Background: an optimization exercise with open tools, aiming at small area, a short achievable clock period and few clock cycles. Do not read the settings as production practice. Function was checked by simulation only, so behaviour that the tests miss may differ from the original. Power figures rest on the tool's default switching activity, not on a simulated workload.

Design process, start of the top module:
module process (
        input                clk,
        input                rst,
        input  [23:0]        in_pix,
        output [7:0]         str_addr,
        input  [15:0]        str_data,
        output reg [5:0]     row, col,
        output reg           out_we,
        output [23:0]        out_pix,
        output reg           gray_done,
        output reg           compress_done,
        output reg           encode_done
    );
Size: ~1500 cells after synthesis, roughly 90 I/O pins, ~12000 um2 of cells after synthesis.
export LEC_CHECK = 0
export CAP_MARGIN = 20
export CORE_MARGIN = 2
export CORE_UTILIZATION = 40
export SLEW_MARGIN = 20
create_clock -name core_clock -period 25.0 [get_ports {clk}]
standard.sh (not shown) runs the stock make flow with config.mk's settings and CLKGATE_MAP_FILE= SYNTH_SCRIPT=/design/flow/synth_recipe.tcl, a recipe that flattens the netlist after the stock synthesis.
==> flow/flow/run.sh <==
#!/bin/bash
# The standard layout, with ORFS's repair_timing aiming for a setup slack
# of at least 19 ns at the design's 25 ns clock, so that the port buffers and
# slow drivers on the longest paths are sized for speed. make's full output
# goes to standard.log; ORFS keeps each step's log under orfs/logs.
set -euo pipefail
bash standard.sh SETUP_SLACK_MARGIN=19 finish > standard.log 2>&1
Testbench counts at the start, summed over its fixed seeds: cycles 436,518.
Next try:
==> flow/run.sh (new file) <==
#!/bin/bash
# synth_recipe.tcl (not shown) runs the flow's synth.tcl, then flattens the netlist and writes it again
# the make line also repeats each setting of config.mk as NAME=value (left out here)
make -C /OpenROAD-flow-scripts/flow DESIGN_CONFIG=/design/flow/config.mk WORK_HOME=/design/flow/orfs CLKGATE_MAP_FILE= SYNTH_SCRIPT=/design/flow/synth_recipe.tcl finish
removed: flow/flow/run.sh
removed: flow/standard.sh
=> The changed run produced a clean layout. Routed wire length came out lower by 1.9%. Critical path depth is unchanged. Global-route usage came out lower by 0.25 points. Sequential share of layout area came out lower by 0.33 points.

* * *

Setup of run 1:
process, a different RTL version from the one above (not shown whole).
For scale: about 1,700 cells after synthesis, ~130 flip-flops, roughly 90 I/O pins.
==> flow/config.mk <==
export PLATFORM = sky130hd
export DESIGN_NAME = process
export DESIGN_NICKNAME = process
export VERILOG_FILES = /design/flow/design.v
export SDC_FILE = /design/flow/constraint.sdc
export NUM_CORES = 4
export LEC_CHECK = 0
export ABC_AREA = 1
export CAP_MARGIN = 20
export CORE_MARGIN = 2
export CORE_UTILIZATION = 40
export SLEW_MARGIN = 20
==> flow/constraint.sdc <==
create_clock -name core_clock -period 25.0 [get_ports {clk}]
set_input_delay 5.0000 -clock core_clock [delete_from_list [all_inputs] [get_ports {clk}]]
set_output_delay 5.0000 -clock core_clock [all_outputs]
set_load 0.01 [all_outputs]
==> flow/flow/run.sh <==
#!/bin/bash
# The standard layout, with ORFS's repair_timing aiming for a setup slack
# of at least 19 ns at the design's 25 ns clock, so that the port buffers and
# slow drivers on the longest paths are sized for speed. make's full output
# goes to standard.log; ORFS keeps each step's log under orfs/logs.
set -euo pipefail
bash standard.sh SETUP_SLACK_MARGIN=19 finish > standard.log 2>&1
Testbench counts of run 1, summed over its fixed seeds: cycles 415,987.
Setup changes, run 1 to run 2
- CTS_BUF_LIST newly set to sky130_fd_sc_hd__clkbuf_8
==> flow/flow/run.sh <==
#!/bin/bash
# The standard layout, with ORFS's repair_timing aiming for a setup slack
# of at least 19.2 ns at the design's 25 ns clock, so that the port buffers and
# slow drivers on the longest paths are sized for speed. make's full output
# goes to standard.log; ORFS keeps each step's log under orfs/logs.
set -euo pipefail
bash standard.sh SETUP_SLACK_MARGIN=19.2 finish > standard.log 2>&1
### Flow results
Wire length delta (run 2 -> run 1): insignificant. Run 1 → run 2: wire length of the first global-routing pass flat; total of endpoints with negative setup slack in the final report flat.
Input-level comparison between run 3 and run 2:
- CORE_UTILIZATION now 65, was 40
- CTS_BUF_LIST no longer set, was sky130_fd_sc_hd__clkbuf_8
==> flow/flow/run.sh <==
#!/bin/bash
# The standard layout, with ORFS's repair_timing aiming for a setup slack
# of at least 19 ns at the design's 25 ns clock, so that the port buffers and
# slow drivers on the longest paths are sized for speed. make's full output
# goes to standard.log; ORFS keeps each step's log under orfs/logs.
set -euo pipefail
bash standard.sh SETUP_SLACK_MARGIN=19 finish > standard.log 2>&1
## What came out
Per the final summary, run 3 finished and its layout is clean on timing, DRC and antenna.
Overall track demand over capacity in global routing in run 3 vs run 2: up 11 points
From run 2 to run 3 the numbers moved as follows: die area now smaller; placement-stage cell area -about 1.5%; via count of the first global-routing pass saw an increase; switching share of total power lost 0.92 points.
The total power of the final layout of run 3 exceeds that of run 2 by 20 µW.
As far as maximum clock frequency is concerned, run 3 and run 2 perform about the same.
Compared with run 2, routed wire length in run 3 decreased by a few percent.

[static timing again, ports no longer ideal]
In the flow no input, the clock included, has a driving cell. The finished layouts below were timed again as built, in two steps.
Step 1 sets driving cells, clkbuf_16 on the clock port and buf_2 on the other inputs (assumed; they add their load-dependent delay and slew).
Step 2 adds t to the input delays and takes it off the output delays; t is the mean of the earliest and latest rising clock arrival at the registers after step 1. Input paths then give back, and output paths get back, about the clock's delay inside the block.
a / b / c = ideal ports / drivers / drivers and shift; a / b = the first two.
run | t, ns | setup slack, ns | worst hold slack (ns) | worst setup path at the end
the first run of note 1 | 0.482 | 18.990 / 18.938 / 18.821 | 0.416 / 0.416 / 0.416 | input to register
the second run of note 1 | 0.481 | 18.280 / 18.229 / 18.449 | 0.442 / 0.442 / 0.442 | input to register
run 1 | 0.488 | 19.029 / 18.979 / 18.704 | 0.409 / 0.409 / 0.409 | input to register
run 2 | 0.526 | 19.026 / 18.978 / 18.922 | 0.454 / 0.454 / 0.454 | input to register
run 3 | 0.475 | 19.021 / 18.974 / 18.740 | 0.409 / 0.409 / 0.409 | input to register
After both steps setup and hold are still met in every run listed. For run 1, which loses most, drivers alone change the setup slack by -0.050 ns; drivers and shift together by -0.325 ns.
